This is an optimization exercise on Yosys and OpenROAD, whose aim is small area, not a production implementation. At most, simulation tests tie the RTL to the original design; equivalence was not proved. No functional check of the RTL was part of run 2. In every run shown here, the design's own scripts or RTL, not TritonCTS, make the clock network. The clock port is modelled as an ideal driver, which makes a skipped or thinned clock tree look cheaper than it is; a real chip needs a root buffer or a tree. No activity file was given, so power comes from the tool's default toggle rates.

File: flow/config.mk
export PLATFORM = sky130hd
export DESIGN_NAME = servo_ctrl_top
export DESIGN_NICKNAME = servo_ctrl_top
export VERILOG_FILES = /design/flow/design.v
export SDC_FILE = /design/flow/constraint.sdc
export NUM_CORES = 4
export LEC_CHECK = 0
export ABC_AREA = 1
export CAP_MARGIN = 20
export CORE_MARGIN = 2
export CORE_UTILIZATION = 65
export GPL_TIMING_DRIVEN = 0
export SLEW_MARGIN = 20
File: flow/constraint.sdc
create_clock -name core_clock -period 20.0 [get_ports {clk}]
set_input_delay 4.0000 -clock core_clock [delete_from_list [all_inputs] [get_ports {clk}]]
set_output_delay 4.0000 -clock core_clock [all_outputs]
set_load 0.01 [all_outputs]
File: flow/standard.sh
#!/bin/bash
# synth_recipe.tcl (not shown) runs the flow's synth.tcl, then flattens the netlist and writes it again
# the make line also repeats each setting of config.mk as NAME=value (left out here)
make -C /OpenROAD-flow-scripts/flow DESIGN_CONFIG=/design/flow/config.mk WORK_HOME=/design/flow/orfs CLKGATE_MAP_FILE= SYNTH_SCRIPT=/design/flow/synth_recipe.tcl "${@:-finish}"
File: flow/design.v
module KEY_INPUT(
	input  logic            clk,
	input  logic            rst_n,
	input  logic            KEY0,
	input  logic            KEY3,
	input  logic            KEY4,
	input  logic            SW1,
	input  logic            SW2,
	input  logic            SW3,
	input  logic            SW4,
	output logic [3:0][5:0] aq,
	output logic [3:0]      ar,
	output logic [5:0]      dq,
	output logic            dr);
	localparam logic [1:0] NONE = 2'd0, UP = 2'd1, DOWN = 2'd2, PRESET = 2'd3;
	logic [3:0][1:0] op;
	logic [3:0]      f;
	logic [3:0][5:0] vq;
	logic [3:0]      vr;
	logic [3:0] sel;
	assign sel[0] = SW1 & ~SW2 & ~SW3 & ~SW4;
	assign sel[1] = ~SW1 & SW2 & ~SW3 & ~SW4;
	assign sel[2] = ~SW1 & ~SW2 & SW3 & ~SW4;
	assign sel[3] = ~SW1 & ~SW2 & ~SW3 & SW4;
	wire any = |sel;
	wire keys_up = KEY0 & KEY3 & KEY4;
	logic [5:0] sq, svq;
	logic       sr, svr, sf;
	logic [1:0] sop;
	always_comb begin
		sq = '0; sr = 1'b0; svq = '0; svr = 1'b0; sop = '0; sf = 1'b0;
		for (int j = 0; j < 4; j++)
			if (sel[j]) begin
				sq  = sq  | aq[j];
				sr  = sr  | ar[j];
				svq = svq | vq[j];
				svr = svr | vr[j];
				sop = sop | op[j];
				sf  = sf  | f[j];
			end
	end
	wire [5:0] presetq = sel[2] ? 6'd33 : 6'd3;    
	wire pend = (sop != NONE);
	wire commit = keys_up & pend;
	logic [5:0] nq;
	logic       nr;
	always_comb begin
		nr = sr;
		case (sop)
			UP:      nq = sq + 6'd1;
			DOWN:    nq = sq - 6'd1;
			PRESET:  begin nq = presetq; nr = 1'b1; end
			default: nq = sq;
		endcase
	end
	logic [1:0] nop;
	always_comb begin
		if (keys_up)
			nop = NONE;
		else if (pend)
			nop = sop;
		else if (!KEY0)
			nop = ({1'b0, sq} + {6'd0, sr} <= 7'd59) ? UP : NONE;
		else if (!KEY3)
			nop = (sq != 6'd0) ? DOWN : NONE;
		else
			nop = (sq == presetq && sr) ? NONE : PRESET;
	end
	wire [6:0] wa = {nq, nr} & {7{rst_n}};
	wire [6:0] wv = (sf ? {sq, sr} : {svq, svr}) & {7{rst_n}};
	wire [1:0] wop = nop & {2{rst_n}};
	wire       wf = ~commit | ~rst_n;
	always_ff @(posedge clk)
		for (int j = 0; j < 4; j++) begin
			if (!rst_n || (sel[j] && commit))
				{aq[j], ar[j]} <= wa;
			if (!rst_n || sel[j]) begin
				{vq[j], vr[j]} <= wv;
				op[j] <= wop;
				f[j] <= wf;
			end
		end
	always_ff @(posedge clk)
		if (!rst_n || any)
			{dq, dr} <= {svq, svr} & {7{rst_n}};
endmodule
module PWM_SERVO_CONTROL (
	input  logic            clk,
	input  logic            rst_n,
	input  logic            nextangle,
	input  logic [3:0][5:0] pq,
	input  logic [3:0]      pr,
	output logic [3:0]      servo);
	logic [9:0]  n;
	logic [10:0] m;
	logic        on;    
	wire frame_end = m[10] & m[7] & m[5] & m[4] & m[3] & m[2] & n[6] & n[5] & n[2];
	wire n_end = n[9] & n[8] & n[5] & n[4] & n[3];
	always_ff @(posedge clk) begin
		if (!rst_n) begin
			n <= '0;
			m <= '0;
		end else if (frame_end) begin
			n <= '0;
			m <= '0;
		end else if (n_end) begin
			n <= '0;
			m <= m + 11'd1;
		end else
			n <= n + 10'd1;
	end
	wire big = (m[10:6] >= 5'd18);
	wire mid = (m[10:6] == 5'd17);
	wire t0 = (n > 10'd425);
	wire t1 = (n > 10'd150);
	logic [3:0] hit;
	always_comb
		for (int j = 0; j < 4; j++)
			hit[j] = big | (mid & (({1'b0, pq[j]} + {1'b0, m[5:0]} + {6'd0, pr[j] ? t1 : t0}) >= 7'd64));
	always_ff @(posedge clk) begin
		if (!rst_n) begin
			on <= 1'b0;
			servo <= '0;
		end else begin
			on <= on | nextangle;
			servo <= on ? hit : 4'b0;
		end
	end
endmodule
module ANGLE_DECODE(
	input  logic [5:0]  q,
	input  logic        r,
	output logic [11:0] bcd);
	logic [7:0] a, rem;
	logic       h;
	always_comb begin
		a = {1'b0, q, 1'b0} + {2'b0, q} + {7'd0, r};
		h = (a >= 8'd100);
		rem = h ? a - 8'd100 : a;
		bcd = {3'b0, h, 4'(rem / 8'd10), 4'(rem % 8'd10)};
	end
endmodule
module LED_7seg(
	 input [11:0] Data_in,
	 input clk,
	 output [6:0] seg_H, seg_M, seg_L
);
reg [6:0] SevenSeg_H;
reg [6:0] SevenSeg_M;
reg [6:0] SevenSeg_L;
always @(*)
begin
	case(Data_in[3:0])
	 4'h0: SevenSeg_L = 7'b0000001;		 
    4'h1: SevenSeg_L = 7'b1001111;		 
    4'h2: SevenSeg_L = 7'b0010010;		 
    4'h3: SevenSeg_L = 7'b0000110;		 
    4'h4: SevenSeg_L = 7'b1001100;		 
    4'h5: SevenSeg_L = 7'b0100100;		 
    4'h6: SevenSeg_L = 7'b0100000;		 
    4'h7: SevenSeg_L = 7'b0001111;		 
    4'h8: SevenSeg_L = 7'b0000000;		 
    4'h9: SevenSeg_L = 7'b0001100;		 
	 4'ha: SevenSeg_L = 7'b0001000;		 
	 4'hb: SevenSeg_L = 7'b1100000;		 
	 4'hc: SevenSeg_L = 7'b0110001;		 
	 4'hd: SevenSeg_L = 7'b1000010;		 
	 4'he: SevenSeg_L = 7'b0110000;		 
	 4'hf: SevenSeg_L = 7'b0111000;		 
	endcase
	case(Data_in[7:4])
	 4'h0: SevenSeg_M = 7'b0000001;		 
    4'h1: SevenSeg_M = 7'b1001111;		 
    4'h2: SevenSeg_M = 7'b0010010;		 
    4'h3: SevenSeg_M = 7'b0000110;		 
    4'h4: SevenSeg_M = 7'b1001100;		 
    4'h5: SevenSeg_M = 7'b0100100;		 
    4'h6: SevenSeg_M = 7'b0100000;		 
    4'h7: SevenSeg_M = 7'b0001111;		 
    4'h8: SevenSeg_M = 7'b0000000;		 
    4'h9: SevenSeg_M = 7'b0001100;		 
	 4'ha: SevenSeg_M = 7'b0001000;		 
	 4'hb: SevenSeg_M = 7'b1100000;		 
	 4'hc: SevenSeg_M = 7'b0110001;		 
	 4'hd: SevenSeg_M = 7'b1000010;		 
	 4'he: SevenSeg_M = 7'b0110000;		 
	 4'hf: SevenSeg_M = 7'b0111000;		 
	 endcase
	 case(Data_in[11:8])
	 4'h0: SevenSeg_H = 7'b0000001;		 
    4'h1: SevenSeg_H = 7'b1001111;		 
    4'h2: SevenSeg_H = 7'b0010010;		 
    4'h3: SevenSeg_H = 7'b0000110;		 
    4'h4: SevenSeg_H = 7'b1001100;		 
    4'h5: SevenSeg_H = 7'b0100100;		 
    4'h6: SevenSeg_H = 7'b0100000;		 
    4'h7: SevenSeg_H = 7'b0001111;		 
    4'h8: SevenSeg_H = 7'b0000000;		 
    4'h9: SevenSeg_H = 7'b0001100;		 
	 4'ha: SevenSeg_H = 7'b0001000;		 
	 4'hb: SevenSeg_H = 7'b1100000;		 
	 4'hc: SevenSeg_H = 7'b0110001;		 
	 4'hd: SevenSeg_H = 7'b1000010;		 
	 4'he: SevenSeg_H = 7'b0110000;		 
	 4'hf: SevenSeg_H = 7'b0111000;		 
	endcase
end
assign {seg_H[0],seg_H[1],seg_H[2],seg_H[3],seg_H[4],seg_H[5],seg_H[6]} = SevenSeg_H;
assign {seg_M[0],seg_M[1],seg_M[2],seg_M[3],seg_M[4],seg_M[5],seg_M[6]} = SevenSeg_M;
assign {seg_L[0],seg_L[1],seg_L[2],seg_L[3],seg_L[4],seg_L[5],seg_L[6]} = SevenSeg_L;
endmodule
module servo_ctrl_top (
	input  logic       clk,
	input  logic       rst_n,
	input  logic       KEY0,
	input  logic       KEY3,
	input  logic       KEY4,
	input  logic       SW0,
	input  logic       SW1,
	input  logic       SW2,
	input  logic       SW3,
	input  logic       SW4,
	output logic       servo1,
	output logic       servo2,
	output logic       servo3,
	output logic       servo4,
	output logic [6:0] seg_H,
	output logic [6:0] seg_M,
	output logic [6:0] seg_L);
	logic [3:0][5:0] aq;    
	logic [3:0]      ar;
	logic [3:0][5:0] pq;    
	logic [3:0]      pr;
	logic [5:0]      dq;    
	logic            dr;
	KEY_INPUT KEY_INPUT (
		.clk(clk), .rst_n(rst_n), .KEY0(KEY0), .KEY3(KEY3), .KEY4(KEY4),
		.SW1(SW1), .SW2(SW2), .SW3(SW3), .SW4(SW4),
		.aq(aq), .ar(ar), .dq(dq), .dr(dr));
	always_ff @(posedge clk)
		if (SW0) begin
			pq <= aq;
			pr <= ar;
		end
	PWM_SERVO_CONTROL PWM_SERVO_CONTROL (
		.clk(clk), .rst_n(rst_n), .nextangle(SW0), .pq(pq), .pr(pr),
		.servo({servo4, servo3, servo2, servo1}));
	logic [11:0] bcd;
	ANGLE_DECODE ANGLE_DECODE (.q(dq), .r(dr), .bcd(bcd));
	LED_7seg LED_7seg (
		.Data_in(bcd), .clk(clk),
		.seg_H(seg_H), .seg_M(seg_M), .seg_L(seg_L));
endmodule
File: flow/flow/clock_tree.tcl
# PRE_CTS hook: hand-built clock tree.  The clock port drives a few clock
# buffers directly; each drives the registers of one region of the placement
# (recursive bisection).
proc split_groups { pts n axis } {
  if { $n <= 1 || [llength $pts] < 2 } { return [list $pts] }
  set idx [expr { $axis == "x" ? 0 : 1 }]
  set s [lsort -integer -index $idx $pts]
  set half [expr { [llength $s] / 2 }]
  set next [expr { $axis == "x" ? "y" : "x" }]
  set a [split_groups [lrange $s 0 [expr { $half - 1 }]] [expr { $n / 2 }] $next]
  set b [split_groups [lrange $s $half end] [expr { $n / 2 }] $next]
  return [concat $a $b]
}

set block [ord::get_db_block]
set clk_net [$block findNet $::env(MANUAL_CTS_NET)]
set master [[ord::get_db] findMaster $::env(MANUAL_CTS_BUF)]
set pts {}
foreach it [$clk_net getITerms] {
  if { [$it isInputSignal] } {
    set inst [$it getInst]
    set loc [$inst getLocation]
    lappend pts [list [lindex $loc 0] [lindex $loc 1] $it]
  }
}
puts "manual CTS: [llength $pts] clock sinks"
# optional root buffer between the port and the group buffers
set drv_net $clk_net
if { [info exists ::env(MANUAL_CTS_ROOT)] && $::env(MANUAL_CTS_ROOT) != "" } {
  set root [odb::dbInst_create $block [[ord::get_db] findMaster $::env(MANUAL_CTS_ROOT)] "clkbuf_man_root"]
  set drv_net [odb::dbNet_create $block "clknet_man_root"]
  $drv_net setSigType CLOCK
  [$root findITerm A] connect $clk_net
  [$root findITerm X] connect $drv_net
  set sx 0
  set sy 0
  foreach p $pts { incr sx [lindex $p 0]; incr sy [lindex $p 1] }
  $root setLocation [expr { $sx / [llength $pts] }] [expr { $sy / [llength $pts] }]
  $root setPlacementStatus PLACED
}
set i 0
foreach g [split_groups $pts $::env(MANUAL_CTS_GROUPS) x] {
  set buf [odb::dbInst_create $block $master "clkbuf_man_$i"]
  set net [odb::dbNet_create $block "clknet_man_$i"]
  $net setSigType CLOCK
  [$buf findITerm A] connect $drv_net
  [$buf findITerm X] connect $net
  set sx 0
  set sy 0
  foreach p $g {
    set it [lindex $p 2]
    $it disconnect
    $it connect $net
    incr sx [lindex $p 0]
    incr sy [lindex $p 1]
  }
  set n [llength $g]
  $buf setLocation [expr { $sx / $n }] [expr { $sy / $n }]
  $buf setPlacementStatus PLACED
  puts "manual CTS: clkbuf_man_$i drives $n sinks"
  incr i
}
$clk_net setSigType CLOCK
set_propagated_clock [all_clocks]

# the tree is built: make the CTS command that cts.tcl runs next a no-op
rename clock_tree_synthesis orfs_clock_tree_synthesis
proc clock_tree_synthesis { args } {
  puts "clock_tree_synthesis skipped: clock tree built by flow/clock_tree.tcl"
}
File: flow/flow/resyn.tcl
# Re-maps the combinational logic of the standard synthesis netlist with a
# stronger ABC script.  Flip-flop cells are kept as they are (blackboxes), so
# the registers keep their names and cell types.
yosys read_verilog $::env(RESYN_DIR)/comb_cells.v
yosys read_verilog $::env(RESYN_DIR)/ff_stubs.v
yosys read_verilog $::env(RESYN_IN)
yosys hierarchy -top $::env(RESYN_TOP)
yosys flatten
# plain names for the combinational nets (ABC mishandles escaped names
# with brackets); ports and register outputs keep theirs
yosys select -set keepw t:*df* %x:+\[Q\] t:*df* %d
yosys select -set hidew w:* i:* o:* %u %d @keepw %d
yosys rename -hide @hidew
# drop the cell models, so that the mapped cells are library cells again
yosys hierarchy -top $::env(RESYN_TOP)
yosys opt_clean -purge
yosys techmap
yosys opt -fast
yosys abc -script $::env(RESYN_ABC) -liberty $::env(RESYN_LIB) {*}$::env(RESYN_DONT_USE)
yosys read_liberty -lib -nooverwrite $::env(RESYN_LIB)
yosys opt_clean -purge
yosys hilomap -singleton -hicell sky130_fd_sc_hd__conb_1 HI -locell sky130_fd_sc_hd__conb_1 LO
yosys insbuf -buf sky130_fd_sc_hd__buf_1 A X
yosys splitnets
yosys opt_clean -purge
yosys rename -hide w:*\$*
yosys check -assert -mapped
yosys tee -o $::env(RESYN_OUT).stat stat -liberty $::env(RESYN_LIB)
yosys write_verilog -noattr -nohex -nodec $::env(RESYN_OUT)
File: flow/flow/resyn.abc
strash
&get -n
&deepsyn -T 60
&dch -f
&nf -R 1000
&put
File: flow/flow/libfuncs.py
#!/usr/bin/env python3
# Writes Verilog modules for the combinational cells of a liberty file,
# from each output pin's function.
import re, sys
lib = open(sys.argv[1]).read()
out = []
pos = 0
for m in re.finditer(r'\n\s*cell\s*\(\s*"?(\w+)"?\s*\)\s*\{', lib):
    name = m.group(1)
    # find the cell body by brace matching
    i = m.end(); depth = 1
    while depth:
        c = lib[i]
        if c == '{': depth += 1
        elif c == '}': depth -= 1
        i += 1
    body = lib[m.end():i]
    if re.search(r'\b(ff|latch|statetable)\s*\(', body):
        continue
    pins = []
    for pm in re.finditer(r'\n\s*pin\s*\(\s*"?(\w+)"?\s*\)\s*\{', body):
        j = pm.end(); d = 1
        while d:
            c = body[j]
            if c == '{': d += 1
            elif c == '}': d -= 1
            j += 1
        pb = body[pm.end():j]
        dm = re.search(r'direction\s*:\s*"?(\w+)"?', pb)
        fm = re.search(r'\bfunction\s*:\s*"([^"]*)"', pb)
        pins.append((pm.group(1), dm.group(1) if dm else None, fm.group(1) if fm else None))
    if not pins: continue
    outs = [p for p in pins if p[1] == 'output']
    if not outs or any(p[2] is None for p in outs): continue
    ins = [p for p in pins if p[1] == 'input']
    def conv(f):
        f = f.replace('!', '~').replace('*', '&').replace('+', '|')
        # juxtaposition (space) means AND in liberty
        f = re.sub(r'(\w|\))\s+(?=[\w(~])', r'\1 & ', f)
        return f
    ports = ", ".join([p[0] for p in ins] + [p[0] for p in outs])
    s = [f"module {name}({ports});"]
    for p in ins: s.append(f"  input {p[0]};")
    for p in outs: s.append(f"  output {p[0]};")
    for p in outs: s.append(f"  assign {p[0]} = {conv(p[2])};")
    s.append("endmodule")
    out.append("\n".join(s))
print("\n\n".join(out))
File: flow/flow/ffstubs.py
#!/usr/bin/env python3
# Writes blackbox stubs for the sequential cells of a liberty file.
import re, sys
lib = open(sys.argv[1]).read()
out = []
for m in re.finditer(r'\n\s*cell\s*\(\s*"?(\w+)"?\s*\)\s*\{', lib):
    name = m.group(1)
    i = m.end(); depth = 1
    while depth:
        c = lib[i]
        if c == '{': depth += 1
        elif c == '}': depth -= 1
        i += 1
    body = lib[m.end():i]
    if not re.search(r'\b(ff|latch|statetable)\s*\(', body):
        continue
    pins = [p for p in re.findall(r'\n\s*pin\s*\(\s*"?(\w+)"?\s*\)\s*\{[^{}]*?direction\s*:\s*"?(\w+)"?', body) if p[1] in ("input","output")]
    seen=set(); pins=[p for p in pins if not (p[0] in seen or seen.add(p[0]))]
    ports = ", ".join(p[0] for p in pins)
    s = [f"(* blackbox *)\nmodule {name}({ports});"]
    for p, d in pins: s.append(f"  {d} {p};")
    s.append("endmodule")
    out.append("\n".join(s))
print("\n\n".join(out))
File: flow/flow/run.sh
#!/bin/bash
# Own layout flow: the standard synthesis, its combinational logic re-mapped
# with a stronger ABC script (registers untouched), then the standard ORFS
# layout with smaller port buffers and a small hand-built clock tree.  Each tool logs to its own file.
set -euo pipefail
HERE=$(pwd)
RES=$HERE/orfs/results/sky130hd/servo_ctrl_top/base
LIB=$FLOW_HOME/platforms/sky130hd/lib/sky130_fd_sc_hd__tt_025C_1v80.lib

# 1. standard synthesis, unchanged
bash standard.sh synth > synth_std.log 2>&1
cp $RES/1_2_yosys.v $HERE/std_synth.v

# 2. re-map the combinational logic
mkdir -p $HERE/resyn
python3 flow/libfuncs.py $LIB > $HERE/resyn/comb_cells.v
python3 flow/ffstubs.py $LIB > $HERE/resyn/ff_stubs.v
DU=$(grep -o -- "-dont_use [A-Za-z0-9_]*" orfs/logs/sky130hd/servo_ctrl_top/base/1_2_yosys.log | sort -u | tr '\n' ' ')
export RESYN_DIR=$HERE/resyn RESYN_IN=$HERE/std_synth.v RESYN_OUT=$HERE/resyn/resyn.v \
  RESYN_TOP=$FLOW_TOP RESYN_ABC=$HERE/flow/resyn.abc RESYN_LIB=$LIB RESYN_DONT_USE="$DU"
if yosys -c flow/resyn.tcl > resyn.log 2>&1; then
  cp $HERE/resyn/resyn.v $RES/1_2_yosys.v
  rm -f $RES/1_synth.odb $RES/1_synth.sdc
else
  echo "resynthesis failed, keeping the standard netlist" >> resyn.log
fi

# 3. layout; the clock tree is built by flow/clock_tree.tcl (a PRE_CTS hook):
# a root buffer on the clock port drives eight clock buffers, each driving
# the registers of one region of the placement
export MANUAL_CTS_NET=clk MANUAL_CTS_GROUPS=8 \
  MANUAL_CTS_BUF=sky130_fd_sc_hd__clkbuf_8 MANUAL_CTS_ROOT=sky130_fd_sc_hd__clkbuf_4
bash standard.sh \
  "BUFFER_PORTS_ARGS=-buffer_cell sky130_fd_sc_hd__buf_1" \
  "PRE_CTS_TCL=$HERE/flow/clock_tree.tcl" \
  finish > layout.log 2>&1
==> flow_summary.json, run 1 <==
{
  "syn-cell-area_um2": 5510,
  "first_iter_violations": 286,
  "start_util_pct": 67.0,
  "synthesis.area_per_instance_um2": 12.0,
  "timing.hold.worst.start": "KEY_INPUT.aq[19]$_DFFE_PP_",
  "critPathRequiredTime_ns": 16.00,
  "min_path_cells": 0,
  "grt_util_all_layers_pct": 23.6,
  "critical_path.reg2reg.endpoint": "KEY_INPUT.aq[11]$_DFFE_PP_",
  "core-area_um2": 8220,
  "routed_wl_um": 10600,
  "synthToLayoutAreaGrowth_pct": 7.22,
  "ys.warnings.count": 5,
  "setup_viol": 0,
  "portBuffers": 31,
  "critical_path.startpoint_type": "flip-flop",
  "worst_slew_pin_slew_ns": 1.08,
  "most_frequent_cells_in_the_layout": "103 x sky130_fd_sc_hd__edfxtp_1, 61 x sky130_fd_sc_hd__nand2_1, 45 x sky130_fd_sc_hd__nor2_1, 36 x sky130_fd_sc_hd__buf_1, 26 x sky130_fd_sc_hd__dfxtp_1",
  "worst-setup-path-type": "flip-flop to output port",
  "min_path_type": "flip-flop to flip-flop",
  "post_cts_resize_count": 0,
  "finalMaxSlewViolations": 0,
  "setup.worst_path.end_class": "output port",
  "r2r_setup_slack_ns": 16.95,
  "drc": 0,
  "die-area_um2": 9230,
  "overflow": 0,
  "delay_of_the_slowest_cell_on_the_worst_path_ns": 0.52,
  "crit_fanout": 9,
  "dpl.hpwl_um": 7460,
  "remaining_max_slew_budget_at_the_tightest_pin_pct": 28.0,
  "drt-wirelength-per-cell_um": 17.5,
  "setup_repair_after_global_routing_missed_its_margin": "false",
  "final.min_clock_period_ns": 7.50,
  "timing.critical_path.max_delay_family": "simple AND/OR/NAND/NOR gates",
  "routabilityCongestion": 0.826,
  "crit_chain": "nand2b_1, nand2_1, o32ai_1, or3_1, and2_0, a21oi_1, o21a_1, xor2_1, nand2_1, o21a_1, a32o_1, buf_1",
  "floorplan.rows": 33,
  "fin_hold_ws_ns": 0.453,
  "status": "no timing/DRC/antenna violations",
  "grt_first_pass_wirelength_um": 16700,
  "max_clock_freq_mhz": 133,
  "grt_max_degree": 30,
  "cts_hold_repair.buffers": 0,
  "maxCapViolCount": 0,
  "antenna_violating_nets_post_route": 0,
  "route.vias.total": 3776,
  "design_power_total_uw": 484,
  "reg2reg_depth": 10,
  "fin_setup_tns_ns": 0,
  "vdd_ir_drop_max_mv": 0.0710,
  "dp_worst_setup_slack_ns": 12.44,
  "total_leakage_power_nw": 2.08,
  "antenna_found_initial": 0,
  "final-hold-violation-count": 0,
  "post_cts.repair.setup_buffers": 0,
  "drtPass1Iterations": 5,
  "worstPathBufferInverterCount": 1,
  "power-per-cell-area_nw_per_um2": 82.0,
  "critical-path-slowest-cell": "sky130_fd_sc_hd__edfxtp_1",
  "setup_ws_ns": 12.50,
  "rr_startpoint": "KEY_INPUT.op[2]$_DFFE_PP_",
  "min_delay_worst_endpoint": "pq[19]$_DFFE_PP_",
  "height_of_the_chip_um": 96.1,
  "pin_count": 35,
  "dieWidth_um": 96.1,
  "path_clk_slew_ns": 0.10,
  "antenna_cells": 0,
  "skew_ns": 0.00999,
  "postSynthCellCount": 458,
  "routed_via_density": 6.22,
  "crit_arrival_ns": 3.50,
  "worst_skew_pair.late_latency_ns": 0.46,
  "via_count_of_the_first_global_routing_pass": 3381,
  "final_layout_size_suffix_gt1_share_pct": 2.79,
  "mostFrequentLayoutCell": "sky130_fd_sc_hd__edfxtp_1",
  "final_nets": 514,
  "period_share_pct": 37.5
}
==> layer usage <==
| layer | wire, µm | global-route usage, % | up-vias |
|---|---|---|---|
| li1 | - | - | 1858 |
| met1 | 4690 | 33.5 | 1772 |
| met2 | 5000 | 38.5 | 128 |
| met3 | 704 | 2.90 | 18 |
| met4 | 232 | 7.14 | 0 |
| met5 | 0 | 0 | - |
==> power breakdown <==
part | internal, mW | switching [mW] | leakage, nW
combinational | 0.0212 | 0.0408 | 0.780
clock | 0.0380 | 0.0707 | 0.0621
sequential | 0.306 | 0.00781 | 1.24
total | 0.365 | 0.119 | 2.08
==> per-stage QoR <==
stage / util, % / cells / cell area, µm²
final: 71.9 / 607 / 5910
after global routing: 71.9 / 607 / 5910
after CTS: 71.9 / 607 / 5910
after detailed placement: 70.4 / 598 / 5790
after global placement: 70.1 / 595 / 5760
after floorplan: - / 459 / 5510
==> layout make-up <==
type,count,area (µm²)
sequential,129,3610
fill,594,2310
multi-input combinational,317,1850
timing repair buffer,34,140
buffer,15,140
tap,105,131
inverter,7,26.3
==> state kept, by name, summed over array words and instances (netlist names) <==
signal                   flops
PWM_SERVO_CONTROL.m         11
KEY_INPUT.op                 8
pr                           4
KEY_INPUT.vq                24
pq                          24
KEY_INPUT.dr                 1
PWM_SERVO_CONTROL.n         10
KEY_INPUT.vr                 4
KEY_INPUT.f                  4
KEY_INPUT.aq                24
PWM_SERVO_CONTROL.on         1
KEY_INPUT.ar                 4
KEY_INPUT.dq                 6
PWM_SERVO_CONTROL.servo      4
==> worst max path at each step <==
stage                                 end  cells after the start                      start  slack (ns)
4_1_cts                          seg_M[6]                     12  KEY_INPUT.dq[4]$_DFFE_PP_       12.51
3_3_place_gp    KEY_INPUT.aq[0]$_DFFE_PP_                     10                        SW3       12.34
2_1_floorplan                    seg_M[6]                     11  KEY_INPUT.dq[4]$_DFFE_PP_       13.37
3_5_place_dp   KEY_INPUT.aq[18]$_DFFE_PP_                     11                        SW3       12.44
5_1_grt                          seg_M[6]                     12  KEY_INPUT.dq[4]$_DFFE_PP_       12.21
6_report                         seg_M[6]                     12  KEY_INPUT.dq[4]$_DFFE_PP_       12.50
==> run 2, diff against run 1 <==
--- a/flow/design.v
+++ b/flow/design.v
@@ -69,3 +69,3 @@
 	wire [6:0] wa = {nq, nr} & {7{rst_n}};
-	wire [6:0] wv = (sf ? {sq, sr} : {svq, svr}) & {7{rst_n}};
+	wire [6:0] wv = {sq, sr} & {7{rst_n}};
 	wire [1:0] wop = nop & {2{rst_n}};
@@ -76,4 +76,5 @@
 				{aq[j], ar[j]} <= wa;
+			if (!rst_n || (sel[j] && sf))
+				{vq[j], vr[j]} <= wv;
 			if (!rst_n || sel[j]) begin
-				{vq[j], vr[j]} <= wv;
 				op[j] <= wop;
@@ -133,9 +134,16 @@
 	output logic [11:0] bcd);
-	logic [7:0] a, rem;
-	logic       h;
-	always_comb begin
-		a = {1'b0, q, 1'b0} + {2'b0, q} + {7'd0, r};
-		h = (a >= 8'd100);
-		rem = h ? a - 8'd100 : a;
-		bcd = {3'b0, h, 4'(rem / 8'd10), 4'(rem % 8'd10)};
+	logic [2:0] qt;
+	logic [3:0] qo;
+	logic [4:0] lo;    
+	logic [1:0] c;
+	logic [3:0] ones;
+	logic [4:0] hi;    
+	always_comb begin
+		qt = 3'(q / 6'd10);
+		qo = 4'(q % 6'd10);
+		lo = 5'(qo) * 5'd3 + 5'(r);
+		c = (lo >= 5'd20) ? 2'd2 : (lo >= 5'd10) ? 2'd1 : 2'd0;
+		ones = 4'(lo - 5'(c) * 5'd10);
+		hi = 5'(qt) * 5'd3 + 5'(c);
+		bcd = {3'b0, hi >= 5'd10, 4'(hi >= 5'd10 ? hi - 5'd10 : hi), ones};
 	end
--- a/flow/config.mk
+++ b/flow/config.mk
@@ -8,3 +8,3 @@
 export ABC_AREA = 1
-export CAP_MARGIN = 20
+export CAP_MARGIN = 0
 export CORE_MARGIN = 2
@@ -12,2 +12,2 @@
 export GPL_TIMING_DRIVEN = 0
-export SLEW_MARGIN = 20
+export SLEW_MARGIN = 0
==> run 2 against run 1 <==
- still clean
- global-route usage increased by 0.075 points
- via count increased by 0.79%
- worst setup slack got worse by 0.27 ns
- flip-flop and latch count unchanged
- synthesized cell count increased by 0.44%
- cell area decreased by 1.2%
- sequential power about the same
- routed wire length increased by 0.28%
- total power decreased by 1.3%
- area after synthesis decreased by 1.3%
- largest power group unchanged
- highest routed layer unchanged
==> flow_summary.json, run 2 <==
{
  "dp_worst_setup_slack_ns": 11.86,
  "total_leakage_power_nw": 1.93,
  "die-area_um2": 9110,
  "crit_fanout": 10,
  "skew_ns": 0.0101,
  "period_share_pct": 38.9,
  "dieWidth_um": 95.5,
  "worst_slew_pin_slew_ns": 1.34,
  "most_frequent_cells_in_the_layout": "103 x sky130_fd_sc_hd__edfxtp_1, 52 x sky130_fd_sc_hd__nor2_1, 52 x sky130_fd_sc_hd__nand2_1, 36 x sky130_fd_sc_hd__a21oi_1, 36 x sky130_fd_sc_hd__buf_1",
  "post_cts.repair.setup_buffers": 0,
  "remaining_max_slew_budget_at_the_tightest_pin_pct": 9.62,
  "top_layer": "met4",
  "floorplan.rows": 33,
  "ys.warnings.count": 5,
  "finalMaxSlewViolations": 0,
  "antenna_cells": 0,
  "fill_cell_count": 607,
  "synthToLayoutAreaGrowth_pct": 7.25,
  "route.met2.wl_um": 5050,
  "dr_wl_met3_um": 676,
  "power-per-cell-area_nw_per_um2": 81.9,
  "postSynthCellCount": 460,
  "routed_wl_um": 10700,
  "post_cts_resize_count": 0,
  "routed_via_density": 6.27,
  "dpl.hpwl_um": 7340,
  "fin_setup_tns_ns": 0,
  "synthesis.area_per_instance_um2": 11.8,
  "design_power_total_uw": 478,
  "pin_count": 35,
  "worst_skew_pair.late_latency_ns": 0.47,
  "routabilityCongestion": 0.901,
  "r2r_setup_slack_ns": 16.91,
  "cts_hold_repair.buffers": 0,
  "worst-setup-path-type": "flip-flop to output port",
  "final_layout_size_suffix_gt1_share_pct": 2.99,
  "antenna_violating_nets_post_route": 0,
  "critical_path.startpoint_type": "flip-flop",
  "fin_hold_ws_ns": 0.449,
  "crit_chain": "nor2b_1, xnor2_1, a21oi_1, a31oi_1, nor2b_1, nand2_1, o21ai_0, xnor2_1, a221o_1, o31ai_1, o21a_1, nor2_1, buf_1",
  "maxCapViolCount": 0,
  "max_clock_freq_mhz": 129,
  "grt_first_pass_wirelength_um": 16600,
  "crit_arrival_ns": 3.77,
  "delay_of_the_slowest_cell_on_the_worst_path_ns": 0.62,
  "reg2reg_depth": 7,
  "path_clk_slew_ns": 0.10,
  "core-area_um2": 8180,
  "final_nets": 514,
  "grt_max_degree": 30,
  "final.min_clock_period_ns": 7.77,
  "grt_util_all_layers_pct": 23.7,
  "syn-cell-area_um2": 5440,
  "status": "no timing/DRC/antenna violations",
  "setup_ws_ns": 12.23,
  "setup_viol": 0,
  "start_util_pct": 66.5,
  "antenna_found_initial": 0,
  "drt-wirelength-per-cell_um": 17.6,
  "critical-path-slowest-cell": "sky130_fd_sc_hd__xnor2_1",
  "drc": 0,
  "first_iter_violations": 404,
  "setup_repair_after_global_routing_missed_its_margin": "false",
  "overflow": 0,
  "height_of_the_chip_um": 95.5,
  "route.vias.total": 3806,
  "final-hold-violation-count": 0,
  "portBuffers": 31,
  "vdd_ir_drop_max_mv": 0.0782,
  "critPathRequiredTime_ns": 16.00,
  "via_count_of_the_first_global_routing_pass": 3396,
  "min_path_type": "flip-flop to flip-flop",
  "setup.worst_path.end_class": "output port",
  "min_path_cells": 0,
  "mostFrequentLayoutCell": "sky130_fd_sc_hd__edfxtp_1",
  "m1WireLength_um": 4710,
  "drtPass1Iterations": 5
}
==> run 2: path summary, 6_finish.rpt <==
path	end	startpoint
max	seg_M[3]	KEY_INPUT.dq[4]$_DFFE_PP_
min	pq[14]$_DFFE_PP_	KEY_INPUT.aq[14]$_DFFE_PP_
max reg2reg	KEY_INPUT.aq[11]$_DFFE_PP_	KEY_INPUT.aq[2]$_DFFE_PP_
min reg2reg	pq[14]$_DFFE_PP_	KEY_INPUT.aq[14]$_DFFE_PP_
==> run 2: final cells by class <==
type                            count  area (µm²)  share of cell area (%)
Sequential cell                   129        3610                    62.0
Tap cell                          105         131                    2.25
Buffer                             15         140                    2.40
Multi-Input combinational cell    317        1780                    30.6
Timing Repair Buffer               32         129                    2.21
Inverter                            9        33.8                   0.579
==> run 2: worst max-delay path, delay by kind of cell, from the launching register on <==
family	cells	cell delay, ns
xor+xnor	2	0.86
flops	1	0.51
compound gates	6	1.25
simple gates	4	0.50
buf+inv	1	0.15
==> run 2: per-layer routing <==
metal  GRT usage (%)  vias up
met2            40.3      133
li1                -     1856
met5               0        -
met4            4.76        0
met1            33.4     1796
met3            2.77       21
==> run 2: power breakdown <==
group	leakage [nW]	internal (mW)	switching, mW	total [mW]
Sequential	1.24	0.306	0.00760	0.313
Clock	0.0621	0.0380	0.0715	0.109
Combinational	0.625	0.0180	0.0373	0.0553
==> run 2: stage by stage <==
step	util [%]	instances	instance area, µm²
3_5_place_dp	69.7	597	5700
2_1_floorplan	-	461	5440
6_report	71.3	607	5830
5_1_grt	71.3	607	5830
3_3_place_gp	69.6	597	5690
4_1_cts	71.1	606	5810
==> run 3, diff against run 2 <==
--- a/flow/design.v
+++ b/flow/design.v
@@ -20,6 +20,6 @@
 	logic [3:0] sel;
-	assign sel[0] = SW1 & ~SW2 & ~SW3 & ~SW4;
-	assign sel[1] = ~SW1 & SW2 & ~SW3 & ~SW4;
-	assign sel[2] = ~SW1 & ~SW2 & SW3 & ~SW4;
-	assign sel[3] = ~SW1 & ~SW2 & ~SW3 & SW4;
+	assign sel[0] = rst_n & SW1 & ~SW2 & ~SW3 & ~SW4;
+	assign sel[1] = rst_n & ~SW1 & SW2 & ~SW3 & ~SW4;
+	assign sel[2] = rst_n & ~SW1 & ~SW2 & SW3 & ~SW4;
+	assign sel[3] = rst_n & ~SW1 & ~SW2 & ~SW3 & SW4;
 	wire any = |sel;
@@ -68,6 +68,6 @@
 	end
-	wire [6:0] wa = {nq, nr} & {7{rst_n}};
-	wire [6:0] wv = {sq, sr} & {7{rst_n}};
+	wire [6:0] wa = {nq, nr};
+	wire [6:0] wv = {sq, sr};
 	wire [1:0] wop = nop & {2{rst_n}};
-	wire       wf = ~commit | ~rst_n;
+	wire       wf = ~commit;
 	always_ff @(posedge clk)
@@ -85,3 +85,3 @@
 		if (!rst_n || any)
-			{dq, dr} <= {svq, svr} & {7{rst_n}};
+			{dq, dr} <= {svq, svr};
 endmodule
==> run 3 against run 2 <==
- final cell count fell by 2.5%
- clock skew is 0.0012 ns lower
- maximum frequency is 0.38% higher
- largest power group unchanged
==> flow_summary.json, run 3 <==
{
  "max_clock_freq_mhz": 129,
  "critical_path.reg2reg.endpoint": "PWM_SERVO_CONTROL.m[10]$_SDFFE_PP0P_",
  "mostFrequentLayoutCell": "sky130_fd_sc_hd__edfxtp_1",
  "pin_count": 35,
  "min_delay_worst_endpoint": "pq[7]$_DFFE_PP_",
  "maxCapViolCount": 0,
  "clockPowerShare_pct": 23.0,
  "drtPass1Iterations": 5,
  "first_iter_violations": 239,
  "floorplan.rows": 33,
  "synthToLayoutAreaGrowth_pct": 8.05,
  "syn-cell-area_um2": 5350,
  "worst-setup-path-type": "input port to flip-flop",
  "worst_skew_pair.late_latency_ns": 0.47,
  "grt_util_all_layers_pct": 22.7,
  "total_leakage_power_nw": 2.03,
  "skew_ns": 0.00886,
  "remaining_max_slew_budget_at_the_tightest_pin_pct": 15.6,
  "status": "no timing/DRC/antenna violations",
  "cts_hold_repair.buffers": 0,
  "most_frequent_cells_in_the_layout": "103 x sky130_fd_sc_hd__edfxtp_1, 70 x sky130_fd_sc_hd__nand2_1, 41 x sky130_fd_sc_hd__nor2_1, 36 x sky130_fd_sc_hd__buf_1, 26 x sky130_fd_sc_hd__dfxtp_1",
  "routed_via_density": 6.12,
  "reg2reg_depth": 10,
  "setup_repair_after_global_routing_missed_its_margin": "false",
  "dp_worst_setup_slack_ns": 11.43,
  "route.vias.total": 3622,
  "fin_setup_tns_ns": 0,
  "crit_arrival_ns": 7.83,
  "die-area_um2": 8970,
  "setup.worst_path.end_class": "flip-flop",
  "min_path_type": "flip-flop to flip-flop",
  "grt_first_pass_wirelength_um": 15900,
  "setup_viol": 0,
  "dpl.hpwl_um": 7100,
  "layout.core_utilization_pct": 71.4,
  "worst_slew_pin_slew_ns": 1.25,
  "portBuffers": 31,
  "via_count_of_the_first_global_routing_pass": 3310,
  "final_layout_size_suffix_gt1_share_pct": 4.11,
  "grt_max_degree": 30,
  "core-area_um2": 8090,
  "period_share_pct": 38.7,
  "synthesis.area_per_instance_um2": 12.1,
  "dieWidth_um": 94.7,
  "crit_fanout": 21,
  "swShare_pct": 23.9,
  "drt-wirelength-per-cell_um": 16.9,
  "final.min_clock_period_ns": 7.74,
  "final-hold-violation-count": 0,
  "overflow": 0,
  "rr_startpoint": "PWM_SERVO_CONTROL.n[3]$_SDFF_PP0_",
  "fill_cell_count": 587,
  "height_of_the_chip_um": 94.7,
  "antenna_found_initial": 0,
  "antenna_cells": 0,
  "power.switching_uw": 113,
  "r2r_setup_slack_ns": 17.24,
  "path_clk_slew_ns": 0.09,
  "power.share.combinational_pct": 11.1,
  "power.share.sequential_pct": 65.9,
  "timing.hold.worst.start": "KEY_INPUT.aq[7]$_DFFE_PP_",
  "postSynthCellCount": 441,
  "routabilityCongestion": 0.841,
  "critPathRequiredTime_ns": 20.09,
  "finalMaxSlewViolations": 0,
  "post_cts_resize_count": 0,
  "p_int_uw": 360,
  "setup_ws_ns": 12.26,
  "min_path_cells": 0,
  "vdd_ir_drop_max_mv": 0.0753,
  "critical_path.startpoint_type": "input port",
  "ys.warnings.count": 5,
  "drc": 0,
  "design_power_total_uw": 473,
  "start_util_pct": 66.1,
  "antenna_violating_nets_post_route": 0,
  "power-per-cell-area_nw_per_um2": 81.9,
  "final_nets": 499,
  "routed_wl_um": 9990,
  "post_cts.repair.setup_buffers": 0
}
run 3: final cells by class:
type / instances / area, µm² / share of cell area, %
Sequential cell: 129 / 3610 / 62.6
Timing Repair Buffer: 36 / 155 / 2.69
Multi-Input combinational cell: 300 / 1710 / 29.6
Tap cell: 105 / 131 / 2.27
Inverter: 7 / 26.3 / 0.455
Buffer: 15 / 140 / 2.43
run 3: worst max-delay path by stage:
stage / start / end / slack [ns] / cells after the start
floorplan: SW2 / KEY_INPUT.aq[0]$_DFFE_PP_ / 12.69 / 6
global placement: rst_n / KEY_INPUT.ar[3]$_DFFE_PP_ / 9.99 / 8
detailed placement: rst_n / KEY_INPUT.aq[12]$_DFFE_PP_ / 11.43 / 9
CTS: rst_n / KEY_INPUT.aq[12]$_DFFE_PP_ / 11.89 / 9
global route: rst_n / KEY_INPUT.aq[14]$_DFFE_PP_ / 11.89 / 9
finish: rst_n / KEY_INPUT.aq[20]$_DFFE_PP_ / 12.26 / 9
run 3: through the flow:
step | std cells | hold WS (ns) | cell area (µm²)
final | 592 | 0.452 | 5780
after global routing | 592 | 0.453 | 5780
after CTS | 592 | 0.453 | 5770
after detailed placement | 583 | 0.438 | 5650
after global placement | 578 | 0.432 | 5600
after floorplan | 442 | 0.425 | 5350
run 3: power groups by stage:
| stage | Clock (mW) | Sequential (mW) | Combinational [mW] |
|---|---|---|---|
| 6_report | 0.109 | 0.312 | 0.0523 |
| 5_1_grt | 0.119 | 0.313 | 0.0597 |
| 4_1_cts | 0.110 | 0.312 | 0.0523 |
| 3_5_place_dp | 0 | 0.318 | 0.0521 |
| 3_3_place_gp | 0 | 0.317 | 0.0506 |
| 2_1_floorplan | 0 | 0.315 | 0.0362 |
run 3: metal layers:
metal	vias up	GRT usage, %	part of all wire, %
met5	-	0	0
met4	0	7.25	2.2
met3	20	2.00	4.1
met2	99	38.9	50
met1	1728	31.1	44
li1	1775	-	-
run 3: critical path, cell delays in order:
cell and delay [ns]:
sky130_fd_sc_hd__buf_1 0.69, sky130_fd_sc_hd__nor3b_1 0.33, sky130_fd_sc_hd__nand2_1 0.12, sky130_fd_sc_hd__nor2_2 0.68
sky130_fd_sc_hd__a222oi_1 0.29, sky130_fd_sc_hd__nand2_1 0.22, sky130_fd_sc_hd__nor2_1 0.12, sky130_fd_sc_hd__or2_0 0.35
sky130_fd_sc_hd__a21boi_0 1.02
==> run 4, diff against run 3 <==
--- a/flow/design.v
+++ b/flow/design.v
@@ -14,3 +14,3 @@
 	output logic            dr);
-	localparam logic [1:0] NONE = 2'd0, UP = 2'd1, DOWN = 2'd2, PRESET = 2'd3;
+	localparam logic [1:0] NONE = 2'd0, UP = 2'd2, DOWN = 2'd3, PRESET = 2'd1;
 	logic [3:0][1:0] op;
==> run 4 against run 3 <==
- still clean on timing, DRC and antenna
- cell area down 0.82%
- worst hold slack improved by 0.0078 ns
- utilization down 0.59 points
- worst setup slack improved by 0.028 ns
- final cell count rose by 0.68%
- sequential power is essentially flat
- combinational power decreased by about 20%
- critical path depth fell by 1
- routed wire length is 3.2% higher
- first-iteration DRC count rose by 23%
- highest routed layer unchanged
==> flow_summary.json, run 4 <==
{
  "status": "no timing/DRC/antenna violations",
  "critPathLaunch": "rst_n",
  "period_share_pct": 38.6,
  "worst_slew_pin_slew_ns": 1.30,
  "setup.worst_path.end_class": "flip-flop",
  "r2r_setup_slack_ns": 17.28,
  "final_layout_size_suffix_gt1_share_pct": 2.24,
  "top_layer": "met4",
  "max_clock_freq_mhz": 130,
  "dpl.hpwl_um": 7080,
  "mostFrequentLayoutCell": "sky130_fd_sc_hd__edfxtp_1",
  "finalMaxSlewViolations": 0,
  "fin_setup_tns_ns": 0,
  "setup_viol": 0,
  "height_of_the_chip_um": 94.8,
  "route.met2.wl_um": 4960,
  "grt_util_all_layers_pct": 23.1,
  "critical_path.reg2reg.endpoint": "KEY_INPUT.aq[23]$_DFFE_PP_",
  "first_iter_violations": 293,
  "routabilityCongestion": 0.870,
  "sequential_cell_area_um2": 3610,
  "ys.warnings.count": 5,
  "die-area_um2": 8980,
  "dieWidth_um": 94.8,
  "start_util_pct": 66.2,
  "min_path_type": "flip-flop to flip-flop",
  "maxCapViolCount": 0,
  "drt-wirelength-per-cell_um": 17.3,
  "worst_skew_pair.late_latency_ns": 0.47,
  "antenna_cells": 0,
  "route.vias.total": 3764,
  "via_count_of_the_first_global_routing_pass": 3402,
  "post_cts.repair.setup_buffers": 0,
  "antenna_violating_nets_post_route": 0,
  "post_cts_resize_count": 0,
  "overflow": 0,
  "reg2reg_depth": 12,
  "setup_repair_after_global_routing_missed_its_margin": "false",
  "finalNonFillerCells": 596,
  "dr_wl_met3_um": 649,
  "total_instance_count_after_detailed_placement": 587,
  "grt_max_degree": 30,
  "critPathRequiredTime_ns": 20.09,
  "grt_first_pass_wirelength_um": 16400,
  "crit_end": "KEY_INPUT.ar[1]$_DFFE_PP_",
  "core-area_um2": 8090,
  "skew_ns": 0.00766,
  "delay_of_the_slowest_cell_on_the_worst_path_ns": 1.12,
  "total_leakage_power_nw": 1.98,
  "routed_wl_um": 10300,
  "most_frequent_cells_in_the_layout": "103 x sky130_fd_sc_hd__edfxtp_1, 77 x sky130_fd_sc_hd__nand2_1, 43 x sky130_fd_sc_hd__nor2_1, 36 x sky130_fd_sc_hd__buf_1, 26 x sky130_fd_sc_hd__dfxtp_1",
  "remaining_max_slew_budget_at_the_tightest_pin_pct": 12.4,
  "multi_input_gate_area_in_the_final_layout_um2": 1690,
  "worst-setup-path-type": "input port to flip-flop",
  "final.min_clock_period_ns": 7.72,
  "critical_path.startpoint_type": "input port",
  "routed_via_density": 6.32,
  "crit_arrival_ns": 7.80,
  "vdd_ir_drop_max_mv": 0.0752,
  "power-per-cell-area_nw_per_um2": 80.9,
  "floorplan.rows": 33,
  "critical-path-slowest-cell": "sky130_fd_sc_hd__a21boi_0",
  "crit_fanout": 21,
  "portBuffers": 31,
  "drc": 0,
  "pin_count": 35,
  "rr_startpoint": "KEY_INPUT.op[1]$_DFFE_PP_",
  "crit_chain": "buf_1, nor3b_1, nand2_1, nor2_2, a221oi_1, nand3_1, nand4_1, a21boi_0",
  "path_clk_slew_ns": 0.09,
  "final-hold-violation-count": 0,
  "syn-cell-area_um2": 5360,
  "cts_hold_repair.buffers": 0,
  "antenna_found_initial": 0,
  "drtPass1Iterations": 7,
  "m1WireLength_um": 4530,
  "fill_cell_count": 590,
  "fin_hold_ws_ns": 0.460,
  "final_nets": 503,
  "synthesis.area_per_instance_um2": 11.9,
  "synthToLayoutAreaGrowth_pct": 6.96,
  "postSynthCellCount": 450
}
==> run 4: per-layer routing <==
| metal | vias up | GRT usage (%) |
|---|---|---|
| met2 | 127 | 38.9 |
| met5 | - | 0 |
| li1 | 1821 | - |
| met4 | 0 | 4.83 |
| met3 | 18 | 2.55 |
| met1 | 1798 | 33.0 |
==> run 4: how the worst min path moves through the flow <==
stage | endpoint | cells after the start | startpoint
after floorplan | pq[0]$_DFFE_PP_ | 0 | KEY_INPUT.aq[0]$_DFFE_PP_
after global placement | pq[21]$_DFFE_PP_ | 0 | KEY_INPUT.aq[21]$_DFFE_PP_
after detailed placement | pr[2]$_DFFE_PP_ | 0 | KEY_INPUT.ar[2]$_DFFE_PP_
after CTS | pq[20]$_DFFE_PP_ | 0 | KEY_INPUT.aq[20]$_DFFE_PP_
after global routing | pq[12]$_DFFE_PP_ | 0 | KEY_INPUT.aq[12]$_DFFE_PP_
final | pr[2]$_DFFE_PP_ | 0 | KEY_INPUT.ar[2]$_DFFE_PP_
==> run 4: power breakdown <==
part           total (mW)  internal [mW]  switching (mW)  leakage, nW
clock network       0.111         0.0380          0.0726       0.0621
registers           0.311          0.304         0.00705         1.24
logic              0.0421         0.0133          0.0288        0.681
==> run 4: worst max-delay path: cells and delay by family <==
family / cells / cell delay [ns]
compound gates: 2 / 1.49
buf+inv: 1 / 0.67
simple gates: 5 / 1.62
==> run 4: per-stage QoR <==
step	power (mW)	setup WS, ns	utilization [%]	instance area (µm²)
after floorplan	0.343	13.44	-	5360
after global placement	0.357	11.39	69.3	5610
after CTS	0.465	11.83	70.7	5730
after detailed placement	0.359	11.29	69.3	5610
final	0.464	12.28	70.8	5730
after global routing	0.480	11.96	70.8	5730
==> run 4: cell type report <==
| type | count | area share (%) |
|---|---|---|
| multi-input cells | 307 | 29.5 |
| well taps | 105 | 2.29 |
| repair buffers | 31 | 2.05 |
| plain buffers | 15 | 2.45 |
| inverters | 9 | 0.590 |
| flip-flops and latches | 129 | 63.1 |
==> run 5, diff against run 4 <==
--- a/flow/flow/resyn.tcl
+++ b/flow/flow/resyn.tcl
@@ -22,3 +22,3 @@
 yosys hilomap -singleton -hicell sky130_fd_sc_hd__conb_1 HI -locell sky130_fd_sc_hd__conb_1 LO
-yosys insbuf -buf sky130_fd_sc_hd__buf_1 A X
+
 yosys splitnets
==> run 5 against run 4 <==
- utilization down 0.22 points
- total power down 0.33%
- largest power group unchanged
- final cell count is 0.84% lower
- routed wire length fell by 2.0%
- global-route usage fell by 0.13 points
- via count is 1.4% lower
- maximum frequency is 0.51% higher
- critical path type unchanged
- worst hold slack got worse by 0.017 ns
- worst setup slack better by 0.040 ns
- die area decreased by 0.40%
- cell area shrank 0.31%
==> flow_summary.json, run 5 <==
{
  "drtPass1Iterations": 5,
  "min_path_type": "flip-flop to flip-flop",
  "core-area_um2": 8090,
  "power.share.combinational_pct": 8.9,
  "delay_of_the_slowest_cell_on_the_worst_path_ns": 1.15,
  "maxCapViolCount": 0,
  "routed_wl_um": 10100,
  "worst_skew_pair.late_latency_ns": 0.47,
  "total_leakage_power_nw": 1.98,
  "crit_chain": "buf_1, nor3b_1, nand2_1, nor2_2, a221oi_1, nand3_1, nand4_1, a21boi_0",
  "fin_hold_ws_ns": 0.443,
  "finalNonFillerCells": 591,
  "first_iter_violations": 218,
  "most_frequent_cells_in_the_layout": "103 x sky130_fd_sc_hd__edfxtp_1, 77 x sky130_fd_sc_hd__nand2_1, 43 x sky130_fd_sc_hd__nor2_1, 30 x sky130_fd_sc_hd__buf_1, 26 x sky130_fd_sc_hd__dfxtp_1",
  "via_count_of_the_first_global_routing_pass": 3268,
  "route.vias.total": 3712,
  "period_share_pct": 38.4,
  "total_instance_count_after_detailed_placement": 581,
  "routabilityCongestion": 0.906,
  "fin_area_um2": 5710,
  "critPathRequiredTime_ns": 20.07,
  "vdd_ir_drop_max_mv": 0.0746,
  "timing.critical_path.max_delay_family": "simple AND/OR/NAND/NOR gates",
  "path_clk_slew_ns": 0.10,
  "power.switching_uw": 107,
  "place_area_um2": 5590,
  "critical-path-slowest-cell": "sky130_fd_sc_hd__a21boi_0",
  "post_cts_resize_count": 0,
  "skew_ns": 0.0103,
  "crit_arrival_ns": 7.75,
  "power.share.sequential_pct": 67.3,
  "grt_first_pass_wirelength_um": 16200,
  "mostFrequentLayoutCell": "sky130_fd_sc_hd__edfxtp_1",
  "ys.warnings.count": 5,
  "dpl.hpwl_um": 6890,
  "syn-cell-area_um2": 5330,
  "postSynthCellCount": 444,
  "crit_fanout": 21,
  "worst_slew_pin_slew_ns": 1.36,
  "portBuffers": 31,
  "pin_count": 35,
  "cts_hold_repair.buffers": 0,
  "p_int_uw": 355,
  "fill_cell_count": 586,
  "worstPathBufferInverterCount": 1,
  "setup.worst_path.end_class": "flip-flop",
  "grt_max_degree": 30,
  "height_of_the_chip_um": 94.6,
  "fin_setup_tns_ns": 0,
  "antenna_cells": 0,
  "die-area_um2": 8950,
  "setup_viol": 0,
  "final.min_clock_period_ns": 7.68,
  "final_layout_size_suffix_gt1_share_pct": 2.47,
  "power-per-cell-area_nw_per_um2": 80.9,
  "synthToLayoutAreaGrowth_pct": 7.08,
  "synthesis.area_per_instance_um2": 12.0,
  "post_cts.repair.setup_buffers": 0,
  "antenna_violating_nets_post_route": 0,
  "swShare_pct": 23.2,
  "drc": 0,
  "overflow": 0,
  "remaining_max_slew_budget_at_the_tightest_pin_pct": 8.63,
  "worst-setup-path-type": "input port to flip-flop",
  "start_util_pct": 65.9,
  "clockPowerShare_pct": 23.8,
  "final_nets": 498,
  "critical_path.startpoint_type": "input port",
  "floorplan.rows": 33,
  "design_power_total_uw": 462,
  "max_clock_freq_mhz": 130,
  "grt_util_all_layers_pct": 23.0,
  "drt-wirelength-per-cell_um": 17.1,
  "finalMaxSlewViolations": 0,
  "antenna_found_initial": 0,
  "dieWidth_um": 94.6,
  "final-hold-violation-count": 0,
  "status": "no timing/DRC/antenna violations",
  "routed_via_density": 6.28,
  "setup_repair_after_global_routing_missed_its_margin": "false"
}
-- run 5: layer usage --
metal  GRT usage [%]  vias up  wire, µm
li1                -     1810         -
met1            32.7     1744      4340
met2            39.2      137      4950
met3            2.31       21       643
met4            4.83        0       179
met5               0        -         0
-- run 5: layout make-up --
class                   instances  area, µm²  share of cell area [%]
well taps                     105        131                    2.30
inverters                       9       33.8                   0.591
flip-flops and latches        129       3610                    63.3
multi-input cells             307       1690                    29.6
plain buffers                   9        118                    2.06
repair buffers                 32        123                    2.15
-- run 5: final timing paths --
check | slack (ns) | end | depth (start not counted) | start
worst max-delay path | 12.32 | KEY_INPUT.aq[2]$_DFFE_PP_ | 8 | rst_n
worst min-delay path | 0.44 | pq[14]$_DFFE_PP_ | 0 | KEY_INPUT.aq[14]$_DFFE_PP_
worst max register to register | 17.25 | KEY_INPUT.aq[5]$_DFFE_PP_ | 12 | KEY_INPUT.op[1]$_DFFE_PP_
worst min register to register | 0.44 | pq[14]$_DFFE_PP_ | 0 | KEY_INPUT.aq[14]$_DFFE_PP_
-- run 5: metrics by stage --
stage,utilization (%),worst slack (ns)
global placement,69.0,11.39
CTS,70.5,11.85
floorplan,-,13.44
finish,70.6,12.32
global route,70.6,11.96
detailed placement,69.0,11.33
-- run 5: worst register-to-register path, cell delays in order (launching register included) --
cell and delay [ns]:
sky130_fd_sc_hd__edfxtp_1 0.37, sky130_fd_sc_hd__a22o_1 0.21, sky130_fd_sc_hd__a221oi_1 0.64, sky130_fd_sc_hd__clkinv_1 0.21
sky130_fd_sc_hd__nand2_1 0.16, sky130_fd_sc_hd__nor2_1 0.07, sky130_fd_sc_hd__and2_0 0.19, sky130_fd_sc_hd__nand2_1 0.11
sky130_fd_sc_hd__a21oi_1 0.06, sky130_fd_sc_hd__nand2_1 0.08, sky130_fd_sc_hd__o21ai_0 0.12, sky130_fd_sc_hd__o22ai_1 0.15
sky130_fd_sc_hd__a21oi_1 0.11
-- run 5: power by group through the flow --
| stage | logic (mW) | clock network (mW) | registers, mW |
|---|---|---|---|
| floorplan | 0.0280 | 0 | 0.314 |
| global placement | 0.0399 | 0 | 0.317 |
| detailed placement | 0.0410 | 0 | 0.317 |
| CTS | 0.0411 | 0.112 | 0.311 |
| global route | 0.0467 | 0.122 | 0.313 |
| finish | 0.0412 | 0.110 | 0.311 |
==> run 6, diff against run 5 <==
--- a/flow/flow/run.sh
+++ b/flow/flow/run.sh
@@ -13,3 +13,4 @@
 
-# 2. re-map the combinational logic
+# 2. re-map the combinational logic: ABC's deepsyn from four random seeds in
+# parallel; the smallest result is kept
 mkdir -p $HERE/resyn
@@ -18,6 +19,21 @@
 DU=$(grep -o -- "-dont_use [A-Za-z0-9_]*" orfs/logs/sky130hd/servo_ctrl_top/base/1_2_yosys.log | sort -u | tr '\n' ' ')
-export RESYN_DIR=$HERE/resyn RESYN_IN=$HERE/std_synth.v RESYN_OUT=$HERE/resyn/resyn.v \
-  RESYN_TOP=$FLOW_TOP RESYN_ABC=$HERE/flow/resyn.abc RESYN_LIB=$LIB RESYN_DONT_USE="$DU"
-if yosys -c flow/resyn.tcl > resyn.log 2>&1; then
-  cp $HERE/resyn/resyn.v $RES/1_2_yosys.v
+for S in 0 1 2 3; do
+  sed "s/@SEED@/$S/" flow/resyn.abc > $HERE/resyn/seed$S.abc
+  RESYN_DIR=$HERE/resyn RESYN_IN=$HERE/std_synth.v RESYN_OUT=$HERE/resyn/resyn$S.v \
+    RESYN_TOP=$FLOW_TOP RESYN_ABC=$HERE/resyn/seed$S.abc RESYN_LIB=$LIB RESYN_DONT_USE="$DU" \
+    timeout 900 yosys -c flow/resyn.tcl > resyn$S.log 2>&1 &
+done
+wait || true
+BEST=""
+BEST_AREA=""
+for S in 0 1 2 3; do
+  if [[ -s $HERE/resyn/resyn$S.v && -s $HERE/resyn/resyn$S.v.stat ]]; then
+    A=$(grep "Chip area" $HERE/resyn/resyn$S.v.stat | awk '{print $NF}')
+    echo "seed $S: area $A" >> resyn.log
+    if [[ -z "$BEST" ]] || awk "BEGIN{exit !($A < $BEST_AREA)}"; then BEST=$S; BEST_AREA=$A; fi
+  fi
+done
+if [[ -n "$BEST" ]]; then
+  echo "using seed $BEST" >> resyn.log
+  cp $HERE/resyn/resyn$BEST.v $RES/1_2_yosys.v
   rm -f $RES/1_synth.odb $RES/1_synth.sdc
==> flow/flow/resyn.abc (replaced) <==
strash
&get -n
&deepsyn -T 60 -S @SEED@
&dch -f
&nf -R 1000
&put
--- a/flow/flow/resyn.tcl
+++ b/flow/flow/resyn.tcl
@@ -22,3 +22,3 @@
 yosys hilomap -singleton -hicell sky130_fd_sc_hd__conb_1 HI -locell sky130_fd_sc_hd__conb_1 LO
-
+yosys insbuf -buf sky130_fd_sc_hd__buf_1 A X
 yosys splitnets
--- a/flow/config.mk
+++ b/flow/config.mk
@@ -10,3 +10,3 @@
 export CORE_MARGIN = 2
-export CORE_UTILIZATION = 65
+export CORE_UTILIZATION = 75
 export GPL_TIMING_DRIVEN = 0
==> run 6 against run 5 <==
- synthesized cell count rose by 1.4%
- worst hold slack improved by 0.0075 ns
- global-route usage rose by 4.7 points
- flip-flop and latch count did not move
- cell area rose by 0.15%
- area after synthesis rose by 0.42%
- worst setup slack got worse by 0.51 ns
- via count rose by 4.4%
- critical path depth did not move
- register-to-register slack barely moved
- critical path type unchanged
- critical endpoint unchanged
- highest routed layer unchanged
==> flow_summary.json, run 6 <==
{
  "crit_arrival_ns": 8.27,
  "fin_area_um2": 5720,
  "status": "no timing/DRC/antenna violations",
  "worst_skew_pair.late_latency_ns": 0.47,
  "drc": 0,
  "routabilityCongestion": 0.936,
  "drtPass1Iterations": 7,
  "routed_wl_um": 10400,
  "pin_count": 35,
  "height_of_the_chip_um": 88.5,
  "via_count_of_the_first_global_routing_pass": 3605,
  "dp_worst_setup_slack_ns": 11.37,
  "final_nets": 504,
  "final.min_clock_period_ns": 8.19,
  "most_frequent_cells_in_the_layout": "103 x sky130_fd_sc_hd__edfxtp_1, 77 x sky130_fd_sc_hd__nand2_1, 44 x sky130_fd_sc_hd__nor2_1, 36 x sky130_fd_sc_hd__buf_1, 26 x sky130_fd_sc_hd__dfxtp_1",
  "drt-wirelength-per-cell_um": 17.6,
  "sequential_cell_area_um2": 3610,
  "post_cts.repair.setup_buffers": 0,
  "dieWidth_um": 88.5,
  "fin_setup_tns_ns": 0,
  "final-hold-violation-count": 0,
  "fill_cell_count": 400,
  "grt_max_degree": 30,
  "finalMaxSlewViolations": 0,
  "maxCapViolCount": 0,
  "setup.worst_path.end_class": "flip-flop",
  "setup_viol": 0,
  "design_power_total_uw": 465,
  "setup_ws_ns": 11.81,
  "critPathRequiredTime_ns": 20.08,
  "critical_path.startpoint_type": "input port",
  "portBuffers": 31,
  "first_iter_violations": 342,
  "grt_util_all_layers_pct": 27.7,
  "overflow": 0,
  "die-area_um2": 7830,
  "ys.warnings.count": 5,
  "power-per-cell-area_nw_per_um2": 81.2,
  "worst-setup-path-type": "input port to flip-flop",
  "layout.core_utilization_pct": 83.3,
  "postSynthCellCount": 450,
  "period_share_pct": 40.9,
  "grt_first_pass_wirelength_um": 16800,
  "final_layout_size_suffix_gt1_share_pct": 2.24,
  "skew_ns": 0.00650,
  "floorplan.rows": 30,
  "min_path_type": "flip-flop to flip-flop",
  "synthToLayoutAreaGrowth_pct": 6.80,
  "route.vias.total": 3877,
  "total_leakage_power_nw": 1.99,
  "worst_slew_pin_slew_ns": 1.36,
  "max_clock_freq_mhz": 122,
  "remaining_max_slew_budget_at_the_tightest_pin_pct": 8.63,
  "mostFrequentLayoutCell": "sky130_fd_sc_hd__edfxtp_1",
  "setup_repair_after_global_routing_missed_its_margin": "false",
  "start_util_pct": 78.0,
  "routed_via_density": 6.59,
  "path_clk_slew_ns": 0.10,
  "core-area_um2": 6870,
  "syn-cell-area_um2": 5360,
  "synthesis.area_per_instance_um2": 11.9,
  "antenna_found_initial": 0,
  "crit_fanout": 21,
  "dpl.hpwl_um": 7150,
  "place_area_um2": 5600,
  "post_cts_resize_count": 0,
  "cts_hold_repair.buffers": 0,
  "multi_input_gate_area_in_the_final_layout_um2": 1690,
  "vdd_ir_drop_max_mv": 0.0786,
  "antenna_violating_nets_post_route": 0,
  "antenna_cells": 0
}
run 6: per-layer routing:
layer | vias up | global-route usage [%] | wire length, µm
met1 | 1788 | 37.5 | 4070
li1 | 1822 | - | -
met4 | 0 | 12.4 | 353
met2 | 227 | 46.1 | 4990
met3 | 40 | 3.17 | 941
met5 | - | 0 | 0
run 6: cell type report:
cell class                 instances  area share [%]
buffer                            15            2.45
inverter                           9           0.591
multi-input combinational        307            29.5
sequential                       129            63.2
tap                               96            2.10
timing repair buffer              32            2.14
run 6: power breakdown:
group | total [mW] | internal, mW | leakage, nW | switching, mW
logic | 0.0423 | 0.0134 | 0.686 | 0.0289
clock network | 0.111 | 0.0380 | 0.0621 | 0.0731
registers | 0.311 | 0.304 | 1.24 | 0.00713
run 6: worst max-delay path, cell delays in order:
cell and delay [ns]:
sky130_fd_sc_hd__buf_1 0.69, sky130_fd_sc_hd__nor3b_1 0.35, sky130_fd_sc_hd__nand2_1 0.12, sky130_fd_sc_hd__nor2_1 1.00
sky130_fd_sc_hd__a221oi_1 0.43, sky130_fd_sc_hd__nand3_1 0.22, sky130_fd_sc_hd__nand4_1 0.30, sky130_fd_sc_hd__a21boi_0 1.15
run 6: path summary, 6_finish.rpt:
kind,start,to,slack [ns],cells after the start
worst max-delay path,rst_n,KEY_INPUT.aq[2]$_DFFE_PP_,11.81,8
worst min-delay path,KEY_INPUT.aq[14]$_DFFE_PP_,pq[14]$_DFFE_PP_,0.45,0
worst max register to register,KEY_INPUT.op[3]$_DFFE_PP_,KEY_INPUT.aq[11]$_DFFE_PP_,17.26,11
worst min register to register,KEY_INPUT.aq[14]$_DFFE_PP_,pq[14]$_DFFE_PP_,0.45,0
run 6: metrics by stage:
| step | instances | hold slack, ns |
|---|---|---|
| after floorplan | 451 | 0.425 |
| after global placement | 578 | 0.434 |
| after detailed placement | 578 | 0.436 |
| after CTS | 587 | 0.450 |
| after global routing | 588 | 0.471 |
| final | 588 | 0.451 |

-- separate check: timing with driven ports --
The results above use ideal ports. As a check the final layouts listed here were re-extracted and re-timed, cells and wires unchanged. Step 1 assumes that a clkbuf_16 drives the clock port and a buf_2 every other input. Step 2, shift: input delay + t, output delay - t, t = (earliest + latest rising clock arrival at the registers) / 2. This alone moves slack from input paths to output paths. Slacks: ideal / step 1 / step 2; pairs: ideal / step 1.
| run | t (ns) | slack for setup (ns) | hold WS [ns] | slew at the worst register clock pin (ns) | worst data-port slew with drivers (ns) |
|---|---|---|---|---|---|
| run 1 | 0.486 | 12.499 / 12.470 / 12.382 | 0.453 / 0.453 / 0.453 | 0.10 / 0.10 | 0.03 |
| run 2 | 0.490 | 12.227 / 12.198 / 12.279 | 0.449 / 0.449 / 0.449 | 0.10 / 0.10 | 0.03 |
| run 3 | 0.496 | 12.256 / 12.257 / 11.761 | 0.452 / 0.452 / 0.452 | 0.10 / 0.10 | 0.03 |
| run 4 | 0.495 | 12.284 / 12.286 / 11.791 | 0.460 / 0.460 / 0.460 | 0.10 / 0.10 | 0.03 |
| run 5 | 0.486 | 12.324 / 12.324 / 11.837 | 0.443 / 0.443 / 0.443 | 0.10 / 0.10 | 0.03 |
| run 6 | 0.494 | 11.810 / 11.815 / 11.321 | 0.451 / 0.451 / 0.451 | 0.10 / 0.10 | 0.03 |
After both steps setup and hold are still met in every run listed. The setup slack of run 3, which loses most, moves by +0.001 ns with the drivers and by -0.495 ns with both steps.
